What follows belongs to an exercise in optimizing a design on an open flow for small area, a short achievable clock period and few clock cycles; a production flow would make more cautious choices.
The RTL was checked by simulation tests, not by an equivalence proof against the original design.

## mips_pipeline
module mips_pipeline (
    input  wire        clk,
    input  wire        reset,
    output wire [31:0] imem_addr,
    input  wire [31:0] imem_rdata,
    output wire [31:0] dmem_addr,
    output wire [31:0] dmem_wdata,
    output wire        dmem_we,
    output wire        dmem_re,
    input  wire [31:0] dmem_rdata
);
reg  [9:0]  pc;
reg  [31:0] x_a;         
reg  [31:0] x_b;         
reg  [31:0] x_sd;        
reg  [4:0]  x_sh;        
reg  [9:0]  x_target;    
reg  [4:0]  x_dst;
reg         x_inv;
reg         x_sum, x_and, x_or, x_nor, x_slt, x_sll, x_srl;
reg         x_wr_alu, x_wr_ld, x_load, x_store, x_br;
reg  [31:0] m_res;       
reg  [31:0] m_addr;      
reg  [31:0] m_wdata;
reg  [4:0]  m_dst;
reg         m_regwrite;  
reg         m_load;      
reg         m_re, m_we;
wire [31:0] ins = imem_rdata;
wire [5:0]  op  = ins[31:26];
wire [4:0]  rs  = ins[25:21];
wire [4:0]  rt  = ins[20:16];
wire [4:0]  rd  = ins[15:11];
wire [5:0]  fn  = ins[5:0];
wire f_r    = (op == 6'h00);
wire f_radd = f_r & (fn == 6'h20);
wire f_rsub = f_r & (fn == 6'h22);
wire f_rand = f_r & (fn == 6'h24);
wire f_ror  = f_r & (fn == 6'h25);
wire f_rnor = f_r & (fn == 6'h27);
wire f_rslt = f_r & (fn == 6'h2a);
  ...
clock: 7.5 ns
lec_check: 0
cap_margin: 20
core_margin: 2
core_utilization: 40
cts_cluster_diameter: 60
cts_cluster_size: 30
setup_slack_margin: 4.6
slew_margin: 20
tns_end_percent: 20
standard.sh (not shown) runs the stock make flow with config.mk's settings and CLKGATE_MAP_FILE= SYNTH_SCRIPT=/design/flow/synth_recipe.tcl, a recipe that flattens the netlist after the stock synthesis.
==> flow/flow/run.sh <==
#!/bin/bash
# Standard layout, with the ports buffered by buf_4 cells instead of the
# default delay-cell buffers.
set -e
export BUFFER_PORTS_ARGS="-buffer_cell sky130_fd_sc_hd__buf_4"
bash standard.sh > standard.log 2>&1
Testbench counts at the start, summed over its fixed seeds: cycles 23,348.
Next try:
--- a/flow/design.v
+++ b/flow/design.v
@@ -14,12 +14,13 @@
 reg  [31:0] x_b;         
 reg  [31:0] x_sd;        
 reg  [4:0]  x_sh;        
 reg  [9:0]  x_target;    
 reg  [4:0]  x_dst;
 reg         x_inv;
+reg         x_fsd;       
 reg         x_sum, x_and, x_or, x_nor, x_slt, x_sll, x_srl;
 reg         x_wr_alu, x_wr_ld, x_load, x_store, x_br;
 reg  [31:0] m_res;       
 reg  [31:0] m_addr;      
 reg  [31:0] m_wdata;
 reg  [4:0]  m_dst;
@@ -53,12 +54,13 @@
 wire f_ialu   = f_addi | f_andi | f_ori | f_slti;
 wire f_rknown = f_radd | f_rsub | f_rand | f_ror | f_rnor | f_rslt | f_rsll | f_rsrl;
 wire [4:0] f_dst = f_r ? rd : rt;
 wire f_nz     = (f_dst != 5'd0);
 wire f_wr_alu = (f_rknown | f_ialu) & f_nz;
 wire f_wr_ld  = f_lw & f_nz;
+wire f_inv    = f_rsub | f_rslt | f_slti;    
 wire stall = x_wr_ld & ((x_dst == rs) | (x_dst == rt));
 wire [9:0] pc1      = pc + 10'd1;
 wire [9:0] f_target = pc1 + ins[9:0];
 wire       x_taken;
 wire [9:0] pc_next  = x_taken ? x_target :
                       stall   ? pc :
@@ -92,28 +94,27 @@
   for (k = 1; k < 32; k = k + 1) begin
     rf_a = rf_a | ({32{rs == k}} & rf[k]);
     rf_b = rf_b | ({32{rt == k}} & rf[k]);
   end
 end
 wire [31:0] rd_a = fwd_a ? res : byp_a ? m_val : rf_a;
-wire [31:0] rd_b = fwd_b ? res : byp_b ? m_val : rf_b;
 wire f_useb  = f_r | f_beq;
 wire s_fwd_p = f_useb & fwd_b & ~f_inv;
 wire s_fwd_n = f_useb & fwd_b &  f_inv;
 wire s_byp   = f_useb & ~fwd_b & byp_b;
 wire s_rf_p  = f_useb & ~fwd_b & ~byp_b & ~f_inv;
 wire s_rf_n  = f_useb & ~fwd_b & ~byp_b &  f_inv;
 wire [31:0] f_immx = {{16{ins[15]}}, ins[15:0]} ^ {32{f_inv}};
 wire [31:0] f_bop = ({32{s_fwd_p}} & res) | ({32{s_fwd_n}} & ~res) |
                     ({32{s_rf_p}} & rf_b) | ({32{s_rf_n}} & ~rf_b) |
                     ({32{s_byp}} & (m_val ^ {32{f_inv}})) | ({32{~f_useb}} & f_immx);
-wire f_inv = f_rsub | f_rslt | f_slti;      
 always @(posedge clk) begin
   x_a      <= rd_a;
   x_b      <= f_bop;
-  x_sd     <= rd_b;
+  x_sd     <= byp_b ? m_val : rf_b;
+  x_fsd    <= fwd_b;
   x_sh     <= ins[10:6];
   x_target <= f_target;
   x_dst    <= f_dst;
   x_inv    <= f_inv;
   x_sum    <= f_radd | f_rsub | f_addi | f_lw | f_sw;
   x_and    <= f_rand | f_andi;
@@ -178,13 +179,13 @@
 end
 assign res = r;
 assign x_taken = x_br & (x_a == x_b);
 always @(posedge clk) begin
   m_res   <= res;
   m_addr  <= sum;
-  m_wdata <= x_sd;
+  m_wdata <= x_fsd ? m_res : x_sd;
   m_dst   <= x_dst;
 end
 always @(posedge clk or posedge reset)
   if (reset) begin
     m_regwrite <= 1'b0;
     m_load     <= 1'b0;
After rerunning: Hold slack is better by 0.076 ns; design area rose slightly; worst setup slack is worse by 0.088 ns; register-to-register slack stays flat; fmax fell by a few percent.
Testbench counts after the change, summed over its fixed seeds: cycles 23,348.

## port drivers added, routing unchanged
The flow's constraints put no driver on any port. The routed layouts listed below were extracted and timed again, unchanged, in two steps.
Step 1: set_driving_cell puts a clkbuf_16 on clk and a buf_2 on each other input, an assumption about the parent block.
Step 2 adds t to the input delays and takes it off the output delays; t is the mean of the earliest and latest rising clock arrival at the registers after step 1. Input paths then give back, and output paths get back, about the clock's delay inside the block.
Slacks: ideal ports / drivers / drivers and shift; pairs: ideal ports / drivers.
run | t, ns | setup WS [ns] | worst setup path after step 2 | worst register clock-pin slew, ns | cell pins on the clock port's net
the first run | 0.826 | 4.141 / 3.943 / 3.117 | input to register | 0.11 / 0.11 | 1
the second run | 0.834 | 4.053 / 4.029 / 3.196 | input to register | 0.10 / 0.10 | 1
After both steps setup and hold are still met in every run listed. For the first run, which loses most, drivers alone change the setup slack by -0.198 ns; drivers and shift together by -1.024 ns.
